Background: an optimization exercise with open tools, aiming at small area and a short achievable clock period. Do not read the settings as production practice. In this exercise RTL edits were held to simulation tests only and were not proved equivalent to the original.

==> flow/design.v (outline; a module is shown in full before it is edited, if it fits) <==
// module dadda_32_reg: 14 lines
// module HA: 6 lines
// module HA_sum: 5 lines
// module HA_carry: 5 lines
// module csa_dadda: 6 lines
// module dadda_32: 3345 lines
module dadda_32_reg(clk, A, B, Y);
  // ...
==> flow/flow/run.sh <==
#!/bin/bash
# The standard layout, with timing repair aiming for a setup slack of
# 17.5 ns at the design's 24 ns clock, so that the achieved period shrinks,
# and the smallest buffer on each port.
bash standard.sh SETUP_SLACK_MARGIN=17.5 'BUFFER_PORTS_ARGS=-buffer_cell sky130_fd_sc_hd__buf_1' finish > standard.log 2>&1
==> flow/standard.sh <==
#!/bin/bash
# synth_recipe.tcl (not shown) runs the flow's synth.tcl, then flattens the netlist and writes it again
# the make line also repeats each setting of config.mk as NAME=value (left out here)
make -C /OpenROAD-flow-scripts/flow DESIGN_CONFIG=/design/flow/config.mk WORK_HOME=/design/flow/orfs CLKGATE_MAP_FILE= SYNTH_SCRIPT=/design/flow/synth_recipe.tcl "${@:-finish}"
==> flow/config.mk <==
export PLATFORM = sky130hd
export DESIGN_NAME = dadda_32_reg
export DESIGN_NICKNAME = dadda_32_reg
export VERILOG_FILES = /design/flow/design.v
export SDC_FILE = /design/flow/constraint.sdc
export NUM_CORES = 4
export LEC_CHECK = 0
export CAP_MARGIN = 20
export CORE_MARGIN = 2
export CORE_UTILIZATION = 55
export SLEW_MARGIN = 20
export SYNTH_HIERARCHICAL = 1
export SYNTH_MINIMUM_KEEP_SIZE = 0
==> flow/constraint.sdc <==
create_clock -name core_clock -period 24.0 [get_ports {clk}]
set_input_delay 4.8000 -clock core_clock [delete_from_list [all_inputs] [get_ports {clk}]]
set_output_delay 4.8000 -clock core_clock [all_outputs]
set_load 0.01 [all_outputs]
==> results by group, run 1 <==
Job
  • Max_cap viols: 0

Finish
  • Fill count: 3842
  • Seq area share: 8.95%
  • Most frequent cells in the layout: 510 x xnor2_1, 478 x fa_1, 437 x a22oi_1, 128 x buf_1, 101 x dfxtp_1
  • Fraction of layout cells with a size suffix above 1: 13.7%
  • Largest register FFs: 64
  • Largest regs: Y (64), a_r (32), b_r (32)
  • Clkbuf count: 21

Drt
  • Pre-antenna DRT Iters: 6
  • Drt wl/cell: 29.1 µm
  • Met1 WL: 34100 µm

Worst setup path
  • Setup crit end kind: register
  • Worst R2R Start: b_r[29]$_DFF_P_
  • Worst path top cell family by delay: adder cells
  • R2R cell count: 20
  • Data required time of the worst path: 24.37 ns

Place
  • Port Buffer Count: 128
  • Routability Congestion: 0.896

Yosys
  • Top_reg_cell synth: dfxtp_1
  • Cells after synthesis: 2541
  • Ranking of synthesized cells by area: fa_1 37%, xnor2_1 19%, a22oi_1 13%
  • Register bit total from synthesis: 128
  • XOR/XNOR Fraction of Synth Area: 19.9%
  • Most frequent cells after synthesis: 553 x xnor2_1, 485 x fa_1, 466 x a22oi_1, 229 x clkbuf_1, 128 x dfxtp_1
  • Post-synthesis adder-cell area fraction: 41.2%
  • Combinational family with the most area after synthesis: adder cells
  • Synth async-reset ratio: 0%
  • Seq/Total Area, Yosys: 9.87%

Floorplan
  • CORE AREA: 46600 µm²
  • Initial Utilization: 55.7%
  • Die area: 48900 µm²
  • Std-Cell Rows: 79

Timing
  • Layout Skew: 0.0249 ns
  • Final worst-path cycle share: 26.8%
  • Fin. max-slew vios: 0
  • Worst Slack Setup Final: 17.57 ns
  • Setup_tns: 0 ns

Clocking
  • Clock Sinks: 128

Run status
  • Outcome: complete, no violations
==> run 2: changes to the inputs <==
--- a/flow/config.mk
+++ b/flow/config.mk
@@ -9,4 +9,5 @@
 export CORE_MARGIN = 2
 export CORE_UTILIZATION = 55
+export CTS_BUF_LIST = sky130_fd_sc_hd__clkbuf_4 sky130_fd_sc_hd__clkbuf_8
 export SLEW_MARGIN = 20
 export SYNTH_HIERARCHICAL = 1
==> results by group, run 2 <==
Timing
  • Final hold violations: 0 (unchanged)
  • Final Critical Period: 6.49 ns (was 6.43 ns)
  • Layout Skew: 0.0338 ns (was 0.0249 ns)
  • Setup_tns: 0 ns (unchanged)
  • Fin. max-slew vios: 0 (unchanged)
  • Final setup violation count: 0 (unchanged)
  • Unrepaired setup endpoints after global routing: no (was yes)
  • Worst-margin pin slew: 0.714 ns (was 0.749 ns)
  • Max Clock Freq: 154 MHz (was 156 MHz)
  • Max_slew headroom: 52.4% (was 50.1%)
  • Final worst-path cycle share: 27.0% (was 26.8%)

Yosys
  • Mapped Area: 26000 µm² (unchanged)
  • Post-synth top area share: 37.4% (unchanged)
  • Synth async-reset ratio: 0% (unchanged)
  • Seq/Total Area, Yosys: 9.87% (unchanged)
  • Cells after synthesis: 2541 (unchanged)
  • Register bit total from synthesis: 128 (unchanged)
  • Top_reg_cell synth: dfxtp_1 (unchanged)
  • Most frequent cells after synthesis: 553 x xnor2_1, 485 x fa_1, 466 x a22oi_1, 229 x clkbuf_1, 128 x dfxtp_1 (unchanged)
  • Area leader, netlist: fa_1 (unchanged)
  • Synth Warn #: 7 (unchanged)
  • Syn Area/Cell: 10.2 µm² (unchanged)
  • Post-synth cell types: 63 (unchanged)
  • Most common cell in the netlist: xnor2_1 (unchanged)
  • Ranking of synthesized cells by area: fa_1 37%, xnor2_1 19%, a22oi_1 13% (unchanged)
  • Number of synthesized flops with an enable pin: 0 (unchanged)

Worst setup path
  • Kind of start point of the critical path: register (unchanged)
  • Setup crit end kind: register (unchanged)
  • Data required time of the worst path: 24.46 ns (was 24.37 ns)
  • Critical path peak fanout: 11 (was 32)
  • Worst R2R Start: b_r[20]$_DFF_P_ (was b_r[29]$_DFF_P_)
  • Worst reg2reg path endpoint: Y[62]$_DFF_P_ (unchanged)
  • Worst path arrival time: 6.95 ns (was 6.80 ns)
  • Crit path from: b_r[20]$_DFF_P_ (was b_r[29]$_DFF_P_)
  • R2R cell count: 22 (was 20)
  • Setup crit end: Y[62]$_DFF_P_ (unchanged)
  • Critical path class: register to register (unchanged)
  • R2r setup slk: 17.51 ns (was 17.57 ns)

Floorplan
  • DIE WIDTH: 221 µm (unchanged)
  • Die height: 221 µm (unchanged)
  • Initial Utilization: 55.7% (unchanged)
  • Std-Cell Rows: 79 (unchanged)
  • CORE AREA: 46600 µm² (unchanged)
  • Die area: 48900 µm² (unchanged)
  • Io pins: 129 (unchanged)

Finish
  • Final Cell Area: 29700 µm² (was 29400 µm²)
  • Synthesis-to-finish area growth: 14.6% (was 13.4%)
  • Final nets: 3181 (was 3157)
  • Most frequent cells in the layout: 518 x xnor2_1, 465 x fa_1, 437 x a22oi_1, 128 x buf_1, 101 x dfxtp_1 (was 510 x xnor2_1, 478 x fa_1, 437 x a22oi_1, 128 x buf_1, 101 x dfxtp_1)
  • Most common cell after layout, fill and taps aside: xnor2_1 (unchanged)
  • Largest regs: Y (64), a_r (32), b_r (32) (unchanged)
  • Largest register FFs: 64 (unchanged)
  • Biggest register: Y (unchanged)
  • Fraction of layout cells with a size suffix above 1: 15.3% (was 13.7%)

Drt
  • Via count: 21500 (was 21300)
  • ANT nets after route: 0 (unchanged)
  • Initial drt markers: 2945 (was 2731)
  • Pre-antenna DRT Iters: 9 (was 6)
  • Routed wire length: 93200 µm (was 91500 µm)
  • Vias per cell: 6.79 (was 6.76)
  • Drt wl/cell: 29.4 µm (was 29.1 µm)
  • # DRC: 0 (unchanged)

Global routing
  • First-pass GRT wire length: 138000 µm (about the same)
  • Grt ovf: 0 (unchanged)
  • Vias in the first global route: 22500 (was 22600)
  • Initial antenna violation count: 1 (unchanged)
  • Gr usage total: 37.5% (about the same)
  • Largest net degree at the start of global routing: 66 (unchanged)

Clocking
  • # hold bufs at CTS: 0 (unchanged)
  • Clock tree from TritonCTS: yes (unchanged)
  • CTS H-tree lvls: 4 (unchanged)
  • Clock-pin slew on the worst setup and hold paths: 0.10 ns (was 0.06 ns)
  • Clock latency (worst-skew pair): 0.58 ns (was 0.50 ns)
  • Clk root buf: clkbuf_8 (was clkbuf_16)
  • Num CTS Buffers: 17 (unchanged)
  • Clock Sinks: 128 (unchanged)
  • Clock Tree Buf Depth: 2 (unchanged)

Place
  • Placed Area: 26800 µm² (unchanged)
  • Routability Congestion: 0.896 (unchanged)
  • Port Buffer Count: 128 (unchanged)
  • Placed wire-length estimate: 58600 µm (unchanged)

Hold path
  • Hold Crit Class: register to register (unchanged)

Run status
  • Outcome: complete, no violations (unchanged)

Job
  • Max_cap viols: 0 (unchanged)
==> run 2: cell count changes in the layout (fill, tap and decap cells not counted), moves of 8 or more <==
cell / delta
buf_4: +14
clkbuf_16: -10
clkbuf_8: +17
fa_1: -13
fa_2: +13
ha_4: +9
xnor2_1: +8
==> run 2: repair_timing <==
action | CTS | global route
cloned | 3 | 11
pin swaps | 12 | 57
buffers inserted | 18 | 37
endpoints found under the setup margin | 35 | 29
gates resized for setup | 171 | 187
==> run 2: worst min path at each step <==
stage	start	endpoint	slack [ns]	cells after the start
global placement	b_r[1]$_DFF_P_	Y[0]$_DFF_P_	0.67	1
finish	b_r[1]$_DFF_P_	Y[0]$_DFF_P_	0.57	1
floorplan	b_r[1]$_DFF_P_	Y[0]$_DFF_P_	0.63	2
global route	b_r[1]$_DFF_P_	Y[0]$_DFF_P_	0.60	1
detailed placement	b_r[1]$_DFF_P_	Y[0]$_DFF_P_	0.69	1
CTS	b_r[1]$_DFF_P_	Y[0]$_DFF_P_	0.58	1
==> run 2: worst max-delay path, cell delays in order, from the launching register on <==
cell,delay [ns]
dfxtp_1,0.36
nand2b_1,0.20
o21ai_4,0.19
buf_4,0.16
buf_8,0.15
a22oi_1,0.09
xnor2_1,0.20
fa_1,0.50
fa_1,0.51
fa_1,0.55
fa_1,0.41
fa_1,0.52
fa_2,0.48
ha_4,0.32
a21o_1,0.17
a31oi_4,0.12
or4_4,0.56
o211ai_4,0.14
nand3_2,0.13
o211ai_4,0.14
o41a_4,0.23
a21oi_1,0.09
xor2_1,0.14
==> run 2: cell families after synthesis <==
| logic type | Yosys count | share of synthesized area, % |
|---|---|---|
| compound gates | 653 | 18.5 |
| xor+xnor | 590 | 19.9 |
| fa+ha+maj | 563 | 41.2 |
| buf+inv | 322 | 4.66 |
| simple gates | 284 | 5.90 |
| flops | 128 | 9.87 |
| other cells | 1 | 0.0145 |
==> run 2: area by class of cell <==
cell class / count / area, µm²
clock buffers: 21 / 283
fillers: 3767 / 16800
flip-flops and latches: 128 / 2640
clock inverters: 11 / 154
diodes: 1 / 2.50
repair buffers: 265 / 2300
inverters: 37 / 195
multi-input cells: 2104 / 23400
well taps: 607 / 759
==> run 2: Yosys stat by module (local to each module, per instance), excerpt <==
| module | area (µm²) | copies in the design | cells inside |
|---|---|---|---|
| dadda_32_reg | 2560 | 1 | 128 |
| dadda_32 | 13100 | 1 | 1846 |
| csa_dadda | 20.0 | 481 | 1 |
| HA_carry | 6.26 | 43 | 1 |
| HA_sum | 8.76 | 43 | 1 |
==> run 2: per-layer routing <==
| metal | up-vias | global-route usage (%) | wire, µm |
|---|---|---|---|
| met5 | - | 0.489 | 0 |
| li1 | 8763 | - | - |
| met2 | 1602 | 57.5 | 42300 |
| met3 | 394 | 9.83 | 10800 |
| met4 | 0 | 17.6 | 5310 |
| met1 | 10800 | 49.7 | 34800 |
==> run 2: per-stage QoR <==
step / hold slack, ns / setup WS (ns) / std cells / utilization, %
after floorplan: 0.632 / 17.77 / 2554 / -
after global routing: 0.605 / 17.39 / 3174 / 63.9
after global placement: 0.670 / 16.61 / 3072 / 57.5
after CTS: 0.576 / 17.48 / 3125 / 60.5
final: 0.575 / 17.51 / 3174 / 63.9
after detailed placement: 0.686 / 16.53 / 3072 / 57.5
==> run 3: changes to the inputs <==
--- a/flow/config.mk
+++ b/flow/config.mk
@@ -8,6 +8,6 @@
 export CAP_MARGIN = 20
 export CORE_MARGIN = 2
-export CORE_UTILIZATION = 55
-export CTS_BUF_LIST = sky130_fd_sc_hd__clkbuf_4 sky130_fd_sc_hd__clkbuf_8
+export CORE_UTILIZATION = 70
+export PLACE_DENSITY = 0.8
 export SLEW_MARGIN = 20
 export SYNTH_HIERARCHICAL = 1
==> results by group, run 3 <==
Yosys
  • Seq/Total Area, Yosys: 9.87% (unchanged)
  • Area leader, netlist: fa_1 (unchanged)
  • Most common cell in the netlist: xnor2_1 (unchanged)
  • Number of synthesized flops with an enable pin: 0 (unchanged)
  • Most frequent cells after synthesis: 553 x xnor2_1, 485 x fa_1, 466 x a22oi_1, 229 x clkbuf_1, 128 x dfxtp_1 (unchanged)
  • Post-synthesis adder-cell area fraction: 41.2% (unchanged)
  • Synth async-reset ratio: 0% (unchanged)
  • Post-synthesis mux area share: 0% (unchanged)
  • Top_reg_cell synth: dfxtp_1 (unchanged)
  • XOR/XNOR Fraction of Synth Area: 19.9% (unchanged)
  • Ranking of synthesized cells by area: fa_1 37%, xnor2_1 19%, a22oi_1 13% (unchanged)
  • Compound-Gate Fraction of Synth Area: 18.5% (unchanged)
  • Synth Area in Simple Gates: 5.90% (unchanged)
  • Mapped Area: 26000 µm² (unchanged)
  • Combinational family with the most area after synthesis: adder cells (unchanged)
  • Post-synth top area share: 37.4% (unchanged)
  • Register bit total from synthesis: 128 (unchanged)
  • Syn Area/Cell: 10.2 µm² (unchanged)
  • Cells after synthesis: 2541 (unchanged)
  • Synth Warn #: 7 (unchanged)
  • Post-synth cell types: 63 (unchanged)

Floorplan
  • Initial Utilization: 71.1% (was 55.7%)
  • Die area: 38600 µm² (was 48900 µm²)
  • DIE WIDTH: 197 µm (was 221 µm)
  • Io pins: 129 (unchanged)
  • Die height: 197 µm (was 221 µm)
  • CORE AREA: 36500 µm² (was 46600 µm²)
  • Std-Cell Rows: 70 (was 79)

Finish
  • Synthesis-to-finish area growth: 12.0% (was 14.6%)
  • Most common cell after layout, fill and taps aside: xnor2_1 (unchanged)
  • Biggest register: Y (unchanged)
  • Final nets: 3148 (was 3181)
  • Largest register FFs: 64 (unchanged)
  • Largest regs: Y (64), a_r (32), b_r (32) (unchanged)
  • Most frequent cells in the layout: 526 x xnor2_1, 479 x fa_1, 443 x a22oi_1, 128 x buf_1, 102 x dfxtp_1 (was 518 x xnor2_1, 465 x fa_1, 437 x a22oi_1, 128 x buf_1, 101 x dfxtp_1)
  • Final Cell Area: 29100 µm² (was 29700 µm²)
  • Fraction of layout cells with a size suffix above 1: 12.7% (was 15.3%)

Timing
  • Final worst-path cycle share: 27.0% (about the same)
  • Setup_tns: 0 ns (unchanged)
  • Max Clock Freq: 154 MHz (about the same)
  • Unrepaired setup endpoints after global routing: yes (was no)
  • Final setup violation count: 0 (unchanged)
  • Fin. max-slew vios: 0 (unchanged)
  • Layout Skew: 0.00917 ns (was 0.0338 ns)
  • Worst-margin pin slew: 0.674 ns (was 0.714 ns)
  • Max_slew headroom: 55.1% (was 52.4%)
  • Final Critical Period: 6.49 ns (about the same)
  • Final hold violations: 0 (unchanged)

Clocking
  • Clock Sinks: 128 (unchanged)
  • Clock Tree Buf Depth: 2 (unchanged)
  • Clock-pin slew on the worst setup and hold paths: 0.06 ns (was 0.10 ns)
  • Clock latency (worst-skew pair): 0.48 ns (was 0.58 ns)
  • Clk root buf: clkbuf_16 (was clkbuf_8)
  • # hold bufs at CTS: 0 (unchanged)
  • Num CTS Buffers: 17 (unchanged)
  • Clock tree from TritonCTS: yes (unchanged)
  • CTS H-tree lvls: 4 (unchanged)

Run status
  • Outcome: complete, no violations (unchanged)

Drt
  • Vias per cell: 7.40 (was 6.79)
  • Via count: 22200 (was 21500)
  • Drt wl/cell: 29.9 µm (was 29.4 µm)
  • Pre-antenna DRT Iters: 12 (was 9)
  • # DRC: 0 (unchanged)
  • ANT nets after route: 0 (unchanged)
  • Initial drt markers: 3393 (was 2945)
  • Routed wire length: 89700 µm (was 93200 µm)

Hold path
  • Hold Crit Class: register to register (unchanged)

Worst setup path
  • Critical path class: register to register (unchanged)
  • Setup crit end kind: register (unchanged)
  • Kind of start point of the critical path: register (unchanged)
  • Worst path arrival time: 6.84 ns (was 6.95 ns)
  • Critical path peak fanout: 33 (was 11)
  • Data required time of the worst path: 24.35 ns (was 24.46 ns)

Global routing
  • Grt ovf: 0 (unchanged)
  • First-pass GRT wire length: 132000 µm (was 138000 µm)
  • Initial antenna violation count: 1 (unchanged)
  • Gr usage total: 45.8% (was 37.5%)
  • Largest net degree at the start of global routing: 63 (was 66)
  • Vias in the first global route: 23500 (was 22500)

Place
  • Routability Congestion: 1.00 (was 0.896)
  • Placed Area: 26600 µm² (was 26800 µm²)
  • Placed wire-length estimate: 55600 µm (was 58600 µm)
  • Port Buffer Count: 128 (unchanged)

Job
  • Max_cap viols: 0 (unchanged)
run 3: cell count changes in the layout (fill, tap and decap cells not counted), sizes merged, moves of 2 or more:
cell	change
buf	-29
clkbuf	-7
inv	+5
clkinvlp	-2
run 3: worst paths after layout:
path / startpoint / endpoint / slack (ns) / cells past startpoint
worst max-delay path: b_r[29]$_DFF_P_ / Y[59]$_DFF_P_ / 17.51 / 21
worst min-delay path: b_r[1]$_DFF_P_ / Y[0]$_DFF_P_ / 0.70 / 2
worst max register to register: b_r[29]$_DFF_P_ / Y[59]$_DFF_P_ / 17.51 / 21
worst min register to register: b_r[1]$_DFF_P_ / Y[0]$_DFF_P_ / 0.70 / 2
run 3: routing by layer:
layer  up-vias  global-route usage (%)  share of wire (%)
li1       8676                       -                  -
met4         2                    33.5                8.8
met1     10700                    54.2                 32
met2      2144                    69.1                 43
met3       686                    16.6                 16
met5         -                       0              0.014
run 3: final cells by class:
type	instances	area [µm²]
clock buffers	17	425
clock inverters	14	179
repair buffers	232	1890
flip-flops and latches	128	2620
inverters	37	186
multi-input cells	2104	23200
well taps	468	586
diodes	1	2.50
fillers	2270	7460
run 3: per-module statistics from Yosys (local to each module, per instance), a selection:
module / cells inside / flip-flops and latches / cell area (µm²)
dadda_32: 1846 / 0 / 13100
HA_carry: 1 / 0 / 6.26
HA_sum: 1 / 0 / 8.76
csa_dadda: 1 / 0 / 20.0
dadda_32_reg: 128 / 128 / 2560
run 3: cells by family after synthesis:
| family | Yosys count |
|---|---|
| compound gates | 653 |
| xor+xnor | 590 |
| fa+ha+maj | 563 |
| buf+inv | 322 |
| flops | 128 |
| other cells | 1 |
| simple gates | 284 |
run 3: per-stage QoR:
| stage | utilization, % | setup slack [ns] | hold slack (ns) | cells |
|---|---|---|---|---|
| finish | 79.6 | 17.51 | 0.696 | 3001 |
| global route | 79.6 | 17.41 | 0.738 | 3000 |
| CTS | 76.5 | 17.49 | 0.596 | 2972 |
| detailed placement | 72.8 | 16.13 | 0.746 | 2933 |
| global placement | 72.8 | 16.25 | 0.739 | 2933 |
| floorplan | - | 17.77 | 0.632 | 2554 |
run 3: repair_timing:
| action | in CTS | in global routing |
|---|---|---|
| hold endpoints to repair | 0 | 0 |
| setup buffers | 6 | 21 |
| gates resized for setup | 142 | 162 |
| pin swaps | 7 | 25 |
| endpoints found under the setup margin | 35 | 30 |
| gates cloned | 2 | 7 |
run 3: worst max-delay path: stages, from the launching register on:
cell and delay [ns]:
dfxtp_2 0.37, ha_1 0.27, nor2b_4 0.21, inv_2 0.07, buf_8 0.22, xnor2_1 0.26
fa_1 0.47, fa_1 0.52, fa_1 0.46, fa_1 0.40, fa_1 0.51, fa_1 0.45
ha_4 0.33, a21o_1 0.18, a31oi_4 0.13, or4_4 0.56, o211ai_4 0.16, nand3_2 0.14
o211ai_4 0.14, a21o_1 0.20, a21oi_1 0.09, xor2_1 0.15
==> run 4: changes to the inputs <==
==> flow/flow/run.sh (replaced) <==
#!/bin/bash
# The standard layout, with timing repair aiming for a setup slack of
# 17.5 ns at the design's 24 ns clock, so that the achieved period shrinks,
# the smallest buffer on each port, and a light load in ABC's mapping so that
# the single-gate modules map to the smallest cells (timing repair sizes them).
bash standard.sh SETUP_SLACK_MARGIN=17.5 'BUFFER_PORTS_ARGS=-buffer_cell sky130_fd_sc_hd__buf_1' ABC_LOAD_IN_FF=1 finish > standard.log 2>&1
--- a/flow/config.mk
+++ b/flow/config.mk
@@ -8,6 +8,5 @@
 export CAP_MARGIN = 20
 export CORE_MARGIN = 2
-export CORE_UTILIZATION = 70
-export PLACE_DENSITY = 0.8
+export CORE_UTILIZATION = 55
 export SLEW_MARGIN = 20
 export SYNTH_HIERARCHICAL = 1
==> results by group, run 4 <==
Place
  • Placed wire-length estimate: 58100 µm (was 55600 µm)
  • Routability Congestion: 0.897 (was 1.00)
  • Placed Area: 26700 µm² (was 26600 µm²)
  • Worst slack, placed: 16.39 ns (was 16.13 ns)
  • Port Buffer Count: 128 (unchanged)
  • Post-Place Cells: 3069 (was 2933)

Floorplan
  • Die area: 48900 µm² (was 38600 µm²)
  • CORE AREA: 46600 µm² (was 36500 µm²)
  • Std-Cell Rows: 79 (was 70)
  • Initial Utilization: 55.7% (was 71.1%)
  • Die height: 221 µm (was 197 µm)
  • Io pins: 129 (unchanged)
  • DIE WIDTH: 221 µm (was 197 µm)

Finish
  • Most common cell after layout, fill and taps aside: xnor2_1 (unchanged)
  • Fraction of layout cells with a size suffix above 1: 16.7% (was 12.7%)
  • Synthesis-to-finish area growth: 16.7% (was 12.0%)
  • Diodes inserted: 0 (was 1)
  • Biggest register: Y (unchanged)
  • Fill count: 3680 (was 2270)
  • Largest regs: Y (64), a_r (32), b_r (32) (unchanged)
  • Final Cell Area: 30300 µm² (was 29100 µm²)
  • Core Util, Final: 65.0% (was 79.6%)
  • Largest register FFs: 64 (unchanged)
  • Most frequent cells in the layout: 506 x xnor2_1, 471 x fa_1, 427 x a22oi_1, 128 x buf_1, 99 x dfxtp_1 (was 526 x xnor2_1, 479 x fa_1, 443 x a22oi_1, 128 x buf_1, 102 x dfxtp_1)
  • Finished Layout Cells: 3190 (was 3001)
  • Final nets: 3198 (was 3148)

Yosys
  • Cells after synthesis: 2541 (unchanged)
  • Top_reg_cell synth: dfxtp_1 (unchanged)
  • Area leader, netlist: fa_1 (unchanged)
  • Most frequent cells after synthesis: 553 x xnor2_1, 485 x fa_1, 466 x a22oi_1, 234 x clkbuf_1, 128 x dfxtp_1 (was 553 x xnor2_1, 485 x fa_1, 466 x a22oi_1, 229 x clkbuf_1, 128 x dfxtp_1)
  • Post-synth top area share: 37.4% (about the same)
  • Post-synth cell types: 62 (was 63)
  • Most common cell in the netlist: xnor2_1 (unchanged)
  • Synth async-reset ratio: 0% (unchanged)
  • Seq/Total Area, Yosys: 9.88% (was 9.87%)
  • Number of synthesized flops with an enable pin: 0 (unchanged)
  • Ranking of synthesized cells by area: fa_1 37%, xnor2_1 19%, a22oi_1 13% (unchanged)
  • Synth Warn #: 7 (unchanged)
  • Register bit total from synthesis: 128 (unchanged)
  • Mapped Area: 25900 µm² (was 26000 µm²)
  • Syn Area/Cell: 10.2 µm² (about the same)

Global routing
  • Met2 usage: 58.1% (was 69.1%)
  • Grt ovf: 0 (unchanged)
  • Vias in the first global route: 22500 (was 23500)
  • GR met3 Demand/Resource: 11.0% (was 16.6%)
  • Met1 GRT Util: 48.7% (was 54.2%)
  • GR peak layer: met2 (unchanged)
  • Initial antenna violation count: 0 (was 1)
  • Gr usage total: 37.6% (was 45.8%)
  • First-pass GRT wire length: 139000 µm (was 132000 µm)
  • Largest net degree at the start of global routing: 64 (was 63)

Drt
  • Via count: 21600 (was 22200)
  • Routed wire length: 94200 µm (was 89700 µm)
  • Drt wl/cell: 29.5 µm (was 29.9 µm)
  • Pre-antenna DRT Iters: 7 (was 12)
  • Vias per cell: 6.77 (was 7.40)
  • Initial drt markers: 2620 (was 3393)
  • ANT nets after route: 0 (unchanged)
  • # DRC: 0 (unchanged)

Clocking
  • Clock tree from TritonCTS: yes (unchanged)
  • Clock Sinks: 128 (unchanged)
  • Clk root buf: clkbuf_16 (unchanged)
  • Clock latency (worst-skew pair): 0.51 ns (was 0.48 ns)
  • Clock Tree Buf Depth: 2 (unchanged)
  • Num CTS Buffers: 17 (unchanged)
  • CTS H-tree lvls: 4 (unchanged)
  • Clock-pin slew on the worst setup and hold paths: 0.07 ns (was 0.06 ns)
  • # hold bufs at CTS: 0 (unchanged)

Worst setup path
  • Setup crit end kind: register (unchanged)
  • Critical path class: register to register (unchanged)
  • Worst path arrival time: 6.78 ns (was 6.84 ns)
  • Critical path peak fanout: 5 (was 33)
  • Data required time of the worst path: 24.39 ns (was 24.35 ns)
  • Kind of start point of the critical path: register (unchanged)

Timing
  • Final Critical Period: 6.39 ns (was 6.49 ns)
  • Max_slew headroom: 55.2% (was 55.1%)
  • Setup_tns: 0 ns (unchanged)
  • Final setup violation count: 0 (unchanged)
  • Fin. max-slew vios: 0 (unchanged)
  • Max Clock Freq: 156 MHz (was 154 MHz)
  • Hold Slack: 0.577 ns (was 0.696 ns)
  • Unrepaired setup endpoints after global routing: yes (unchanged)
  • Final worst-path cycle share: 26.6% (was 27.0%)
  • Worst-margin pin slew: 0.672 ns (was 0.674 ns)
  • Worst Slack Setup Final: 17.61 ns (was 17.51 ns)
  • Final hold violations: 0 (unchanged)
  • Layout Skew: 0.0125 ns (was 0.00917 ns)

Run status
  • Outcome: complete, no violations (unchanged)

Job
  • Max_cap viols: 0 (unchanged)

Hold path
  • Hold Crit Class: register to register (unchanged)
-- run 4: final cells by class --
class	instances	area (µm²)	area share (%)
Clock buffer	19	443	1.46
Clock inverter	13	130	0.430
Inverter	37	195	0.645
Multi-Input combinational cell	2105	23600	77.8
Sequential cell	128	2650	8.74
Tap cell	607	759	2.51
Timing Repair Buffer	280	2530	8.34
Timing Repair inverter	1	8.76	0.0289
-- run 4: cells by family (layout without fill, tap and decap cells) --
| family | after synthesis | in the layout | synth area share, % |
|---|---|---|---|
| AO/OA/AOI/OAI | 653 | 654 | 18.4 |
| XOR/XNOR | 590 | 590 | 19.9 |
| adder cells (fa/ha/maj) | 563 | 563 | 41.2 |
| buffers and inverters | 322 | 350 | 4.66 |
| AND/OR/NAND/NOR | 284 | 284 | 5.90 |
| flip-flops | 128 | 128 | 9.88 |
| other | 1 | 14 | 0.0145 |
-- run 4: critical path: stages (launching register included) --
cell and delay (ns):
dfxtp_2 0.35, nand2b_4 0.15, o21ai_4 0.21, buf_12 0.16
buf_6 0.18, a22oi_1 0.11, xnor2_1 0.27, fa_1 0.51
fa_1 0.54, fa_1 0.42, fa_1 0.43, fa_1 0.52
fa_1 0.47, ha_4 0.34, nand4_1 0.08, buf_4 0.17
nor4_4 0.43, and3_1 0.23, o211ai_2 0.11, o211ai_4 0.15
o41a_4 0.22, a21oi_2 0.07, xor2_1 0.14
-- run 4: timing repair --
item                                    CTS  global route
setup buffers                            20            53
endpoints found under the setup margin   35            32
cloned                                    4            12
pin swaps                                16            65
resized for setup                       194           211
hold endpoints to repair                  0             0
-- run 4: layer usage --
layer,routed length [µm],vias up,part of all wire (%)
met1,34100,10900,36
met3,11900,389,13
met5,0,-,0
met2,43400,1540,46
li1,-,8785,-
met4,4810,0,5.1
-- run 4: Yosys stat by module, one instance, submodules excluded, excerpt --
module | flops+latches | cells inside | cell area, µm²
dadda_32_reg | 128 | 128 | 2560
HA_sum | 0 | 1 | 8.76
HA_carry | 0 | 1 | 6.26
csa_dadda | 0 | 1 | 20.0
dadda_32 | 0 | 1846 | 13100
-- run 4: final timing paths --
| kind | start | endpoint | slack, ns | cells past startpoint |
|---|---|---|---|---|
| worst min register to register | b_r[1]$_DFF_P_ | Y[0]$_DFF_P_ | 0.58 | 1 |
| worst max-delay path | b_r[20]$_DFF_P_ | Y[62]$_DFF_P_ | 17.61 | 22 |
| worst max register to register | b_r[20]$_DFF_P_ | Y[62]$_DFF_P_ | 17.61 | 22 |
| worst min-delay path | b_r[1]$_DFF_P_ | Y[0]$_DFF_P_ | 0.58 | 1 |

[port drivers added, routing unchanged]
In the flow no input, the clock included, has a driving cell. The finished layouts below were timed again as built, in two steps.
Step 1: set_driving_cell puts a clkbuf_16 on clk and a buf_2 on each other input, an assumption about the parent block.
Step 2 times the ports against the registers' clock, not the clock port: input delays grow and output delays shrink by t, the midpoint of the rising clock arrivals with the driver on.
Slacks: ideal / step 1 / step 2; pairs: ideal / step 1.
| run | t, ns | setup WS [ns] | clock arrival spread, ns | worst data-port slew with drivers (ns) |
|---|---|---|---|---|
| run 1 | 0.548 | 17.570 / 17.570 / 17.570 | 0.025 / 0.025 | 0.03 |
| run 2 | 0.615 | 17.513 / 17.513 / 17.513 | 0.044 / 0.043 | 0.04 |
| run 3 | 0.528 | 17.513 / 17.513 / 17.513 | 0.010 / 0.009 | 0.04 |
| run 4 | 0.561 | 17.608 / 17.608 / 17.608 | 0.013 / 0.013 | 0.04 |
After both steps every run listed still meets setup and hold.
